This design comes from an exercise in tuning for small area and a short achievable clock period on the open sky130 flow, not from production work.
At most, simulation tests tie the RTL to the original design; equivalence was not proved.
The clock input has no modelled driver; a real chip could not lean on it and would need a root buffer or a full tree.
Power and IR drop assume default switching activity.

== the baseline ==
==> flow/design.v <==
module PacketArbiter #
 ( parameter WIDTH = 8,
   parameter DEPTH = 8,
   parameter DLOG2 = 3,
   parameter KLOG2 = 3)
 ( input   clk,
   input   reset,
   input  [WIDTH-1:0]  A_tdata,
   input   A_tvalid,
   input   A_tlast,
   output reg A_tready,
   input  [WIDTH-1:0]  B_tdata,
   input   B_tvalid,
   input   B_tlast,
   output reg B_tready,
   output reg [WIDTH-1:0]  K_tdata,
   output reg K_tvalid,
   output reg K_tlast,
   input   K_tready);
  function [2:0] inc3(input [2:0] v);
    inc3 = {v[2] ^ (v[1] & v[0]), v[1] ^ v[0], ~v[0]};
  endfunction
  reg [WIDTH-1:0] A_mem [0:DEPTH-1];
  reg [WIDTH-1:0] B_mem [0:DEPTH-1];
  reg [WIDTH-1:0] K_mem [0:DEPTH-1];
  reg [2:0] wa, wb, kw;
  reg [2:0] lsel;                
  reg [2:0] csel;                
  reg [DEPTH-1:0] ra, rb, kr;    
  reg grant;
  reg [WIDTH-1:0] cdata;
  reg [DEPTH-1:0] kwe;
  wire endc = (csel != 0) && (csel == kw);
  wire [DEPTH-1:0] krn = {kr[DEPTH-1:1], 1'b0};
  wire klast = krn[lsel];
  wire alast = A_tvalid && A_tlast;
  wire blast = B_tvalid && B_tlast;
  wire [2:0] lsel_n = (grant ? alast : blast) ? (grant ? wa : wb) : lsel;
  wire [2:0] csel_n = (grant ? blast : alast) ? (grant ? wb : wa) : csel;
  always @(posedge clk, posedge reset) begin
    if (reset) begin
      wa <= 0; wb <= 0;
      A_tready <= 1'b0; B_tready <= 1'b0;
    end else begin
      if (A_tvalid) begin
        A_tready <= ~A_tlast;
        wa <= A_tlast ? 3'd0 : inc3(wa);
      end
      if (B_tvalid) begin
        B_tready <= ~B_tlast;
        wb <= B_tlast ? 3'd0 : inc3(wb);
      end
    end
  end
  always @(posedge clk, posedge reset) begin
    if (reset) begin
      ra <= 1; rb <= 1; kw <= 0; grant <= 1'b0; lsel <= 0; csel <= 0;
    end else begin
      lsel <= endc ? csel_n : lsel_n;
      csel <= endc ? lsel_n : csel_n;
      if (grant) rb <= {rb[DEPTH-2:0], rb[DEPTH-1]};
      else       ra <= {ra[DEPTH-2:0], ra[DEPTH-1]};
      kw <= endc ? 3'd0 : inc3(kw);
      grant <= grant ^ endc;
    end
  end
  always @(posedge clk, posedge reset) begin
    if (reset) begin
      kr <= 1; K_tvalid <= 1'b0; K_tlast <= 1'b0;
    end else if (K_tready) begin
      K_tvalid <= 1'b1;
      K_tlast <= klast;
      kr <= klast ? {{(DEPTH-1){1'b0}}, 1'b1} : {kr[DEPTH-2:0], kr[DEPTH-1]};
    end
  end
  reg [WIDTH-1:0] crd, krd;
  integer i;
  always @* begin
    crd = {WIDTH{1'b0}};
    krd = {WIDTH{1'b0}};
    for (i = 0; i < DEPTH; i = i + 1) begin
      crd = crd | ({WIDTH{~grant & ra[i]}} & A_mem[i])
                | ({WIDTH{ grant & rb[i]}} & B_mem[i]);
      krd = krd | ({WIDTH{kr[i]}} & K_mem[i]);
    end
  end
  wire kbyp = |(kwe & kr);
  always @(posedge clk) begin
    if (A_tvalid && !reset) A_mem[wa] <= A_tdata;
    if (B_tvalid && !reset) B_mem[wb] <= B_tdata;
    cdata <= crd;
    for (i = 0; i < DEPTH; i = i + 1) begin
      kwe[i] <= !reset && kw == i;
      if (kwe[i]) K_mem[i] <= cdata;
    end
    if (K_tready) K_tdata <= kbyp ? cdata : krd;
  end
endmodule
Settings: LEC_CHECK=0, CAP_MARGIN=20, CORE_MARGIN=2, CORE_UTILIZATION=60, SETUP_SLACK_MARGIN=2.3, SLEW_MARGIN=20; clock period 4.0 ns.
standard.sh (not shown) runs the stock make flow with config.mk's settings and CLKGATE_MAP_FILE= SYNTH_SCRIPT=/design/flow/synth_recipe.tcl, a recipe that flattens the netlist after the stock synthesis.
==> flow/flow/run.sh <==
#!/bin/bash
# Standard ORFS layout, except that the clock tree is built by flow/cts_pre.tcl
# (hooked in through PRE_CTS_TCL) instead of TritonCTS. make's output goes to
# make.log here; ORFS's per-step logs stay under orfs/logs.
set -euo pipefail
here=$(pwd)
bash standard.sh "PRE_CTS_TCL=$here/flow/cts_pre.tcl" finish > make.log 2>&1
Other scripts of this flow, unchanged in this note and not shown: flow/flow/cts_pre.tcl, flow/flow/mycts.tcl
The baseline ran to completion and came out clean on the timing, DRC and antenna checks.
Input changes introduced in the candidate (baseline for comparison: the baseline):
==> flow/design.v <==
module PacketArbiter #
 ( parameter WIDTH = 8,
   parameter DEPTH = 8,
   parameter DLOG2 = 3,
   parameter KLOG2 = 3)
 ( input   clk,
   input   reset,
   input  [WIDTH-1:0]  A_tdata,
   input   A_tvalid,
   input   A_tlast,
   output reg A_tready,
   input  [WIDTH-1:0]  B_tdata,
   input   B_tvalid,
   input   B_tlast,
   output reg B_tready,
   output reg [WIDTH-1:0]  K_tdata,
   output reg K_tvalid,
   output reg K_tlast,
   input   K_tready);
  function [2:0] inc3(input [2:0] v);
    inc3 = {v[2] ^ (v[1] & v[0]), v[1] ^ v[0], ~v[0]};
  endfunction
  function [7:0] jdec(input [3:0] j);
    jdec = { j[3] & ~j[2], j[2] & ~j[1], j[1] & ~j[0], j[3] &  j[0],
             j[2] & ~j[3], j[1] & ~j[2], j[0] & ~j[1], ~j[3] & ~j[0]};
  endfunction
  reg [WIDTH-1:0] A_mem [0:DEPTH-1];
  reg [WIDTH-1:0] B_mem [0:DEPTH-1];
  reg [WIDTH-1:0] K_mem [0:DEPTH-1];
  reg [2:0] wa, wb, lenA, lenB, kw;
  reg [3:0] ra, rb;              
  reg [DEPTH-1:0] kr;            
  reg grant;
  reg [2:0] lsel;    
  reg [WIDTH-1:0] cdata;
  reg [DEPTH-1:0] kwe;
  wire endA = (lenA != 0) && (lenA == kw);
  wire endB = (lenB != 0) && (lenB == kw);
  wire endc = grant ? endB : endA;
  wire [DEPTH-1:0] krn = {kr[DEPTH-1:1], 1'b0};
  wire klast = krn[lsel];
  wire [2:0] lenA_n = (A_tvalid && A_tlast) ? wa : lenA;
  wire [2:0] lenB_n = (B_tvalid && B_tlast) ? wb : lenB;
  wire grant_n = grant ^ endc;
  always @(posedge clk, posedge reset) begin
    if (reset) begin
      wa <= 0; wb <= 0; lenA <= 0; lenB <= 0;
      A_tready <= 1'b0; B_tready <= 1'b0;
    end else begin
      if (A_tvalid) begin
        A_tready <= ~A_tlast;
        wa <= A_tlast ? 3'd0 : inc3(wa);
        if (A_tlast) lenA <= wa;
      end
      if (B_tvalid) begin
        B_tready <= ~B_tlast;
        wb <= B_tlast ? 3'd0 : inc3(wb);
        if (B_tlast) lenB <= wb;
      end
    end
  end
  always @(posedge clk, posedge reset) begin
    if (reset) begin
      ra <= 0; rb <= 0; kw <= 0; grant <= 1'b0; lsel <= 0;
    end else begin
      lsel <= grant_n ? lenA_n : lenB_n;
      if (grant) rb <= {rb[2:0], ~rb[3]};
      else       ra <= {ra[2:0], ~ra[3]};
      kw <= endc ? 3'd0 : inc3(kw);
      grant <= grant_n;
    end
  end
  always @(posedge clk, posedge reset) begin
    if (reset) begin
      kr <= 1; K_tvalid <= 1'b0; K_tlast <= 1'b0;
    end else if (K_tready) begin
      K_tvalid <= 1'b1;
      K_tlast <= klast;
      kr <= klast ? {{(DEPTH-1){1'b0}}, 1'b1} : {kr[DEPTH-2:0], kr[DEPTH-1]};
    end
  end
  wire [DEPTH-1:0] sa = jdec(ra);
  wire [DEPTH-1:0] sb = jdec(rb);
  reg [WIDTH-1:0] crd, krd;
  integer i;
  always @* begin
    crd = {WIDTH{1'b0}};
    krd = {WIDTH{1'b0}};
    for (i = 0; i < DEPTH; i = i + 1) begin
      crd = crd | ({WIDTH{~grant & sa[i]}} & A_mem[i])
                | ({WIDTH{ grant & sb[i]}} & B_mem[i]);
      krd = krd | ({WIDTH{kr[i]}} & K_mem[i]);
    end
  end
  wire kbyp = |(kwe & kr);
  always @(posedge clk) begin
    if (A_tvalid && !reset) A_mem[wa] <= A_tdata;
    if (B_tvalid && !reset) B_mem[wb] <= B_tdata;
    cdata <= crd;
    for (i = 0; i < DEPTH; i = i + 1) begin
      kwe[i] <= !reset && kw == i;
      if (kwe[i]) K_mem[i] <= cdata;
    end
    if (K_tready) K_tdata <= kbyp ? cdata : krd;
  end
endmodule
Results
The baseline has a lower first-pass GRT wire length than the candidate. Of the baseline and the candidate, the higher core occupancy in the finished layout belongs to the candidate. Against the baseline as the reference, the candidate delivers a higher final area. The candidate ends up with a share of total power consumed by net switching that is 4.7 points higher than in the baseline. Final routed wirelength across all metal layers went up by a little under 10% going from the baseline to the candidate.
Only the layout flow was run in the candidate; the RTL was not checked for function there. In every run of this note, the design's own scripts or RTL, not TritonCTS, make the clock network.

-- re-timing with driven ports --
The flow's constraints put no driver on any port. The routed layouts listed below were extracted and timed again, unchanged, in two steps.
Step 1 sets driving cells, clkbuf_16 on the clock port and buf_2 on the other inputs (assumed; they add their load-dependent delay and slew).
Step 2 also shifts input and output timing later by t, the mid clock arrival at the registers, as if the neighbouring blocks saw the same clock.
Three values: ideal ports, drivers, drivers and shift; two values: the first two.
run | t, ns | slack for setup (ns) | worst setup path after step 2 | worst register clock-pin slew, ns
the baseline | 0.385 | 2.319 / 2.260 / 1.989 | input to register | 0.10 / 0.10
the candidate | 0.383 | 2.331 / 2.271 / 1.996 | input to register | 0.10 / 0.10
After both steps every run listed still meets setup and hold. The setup slack of the candidate, which loses most, moves by -0.060 ns with the drivers and by -0.335 ns with both steps.
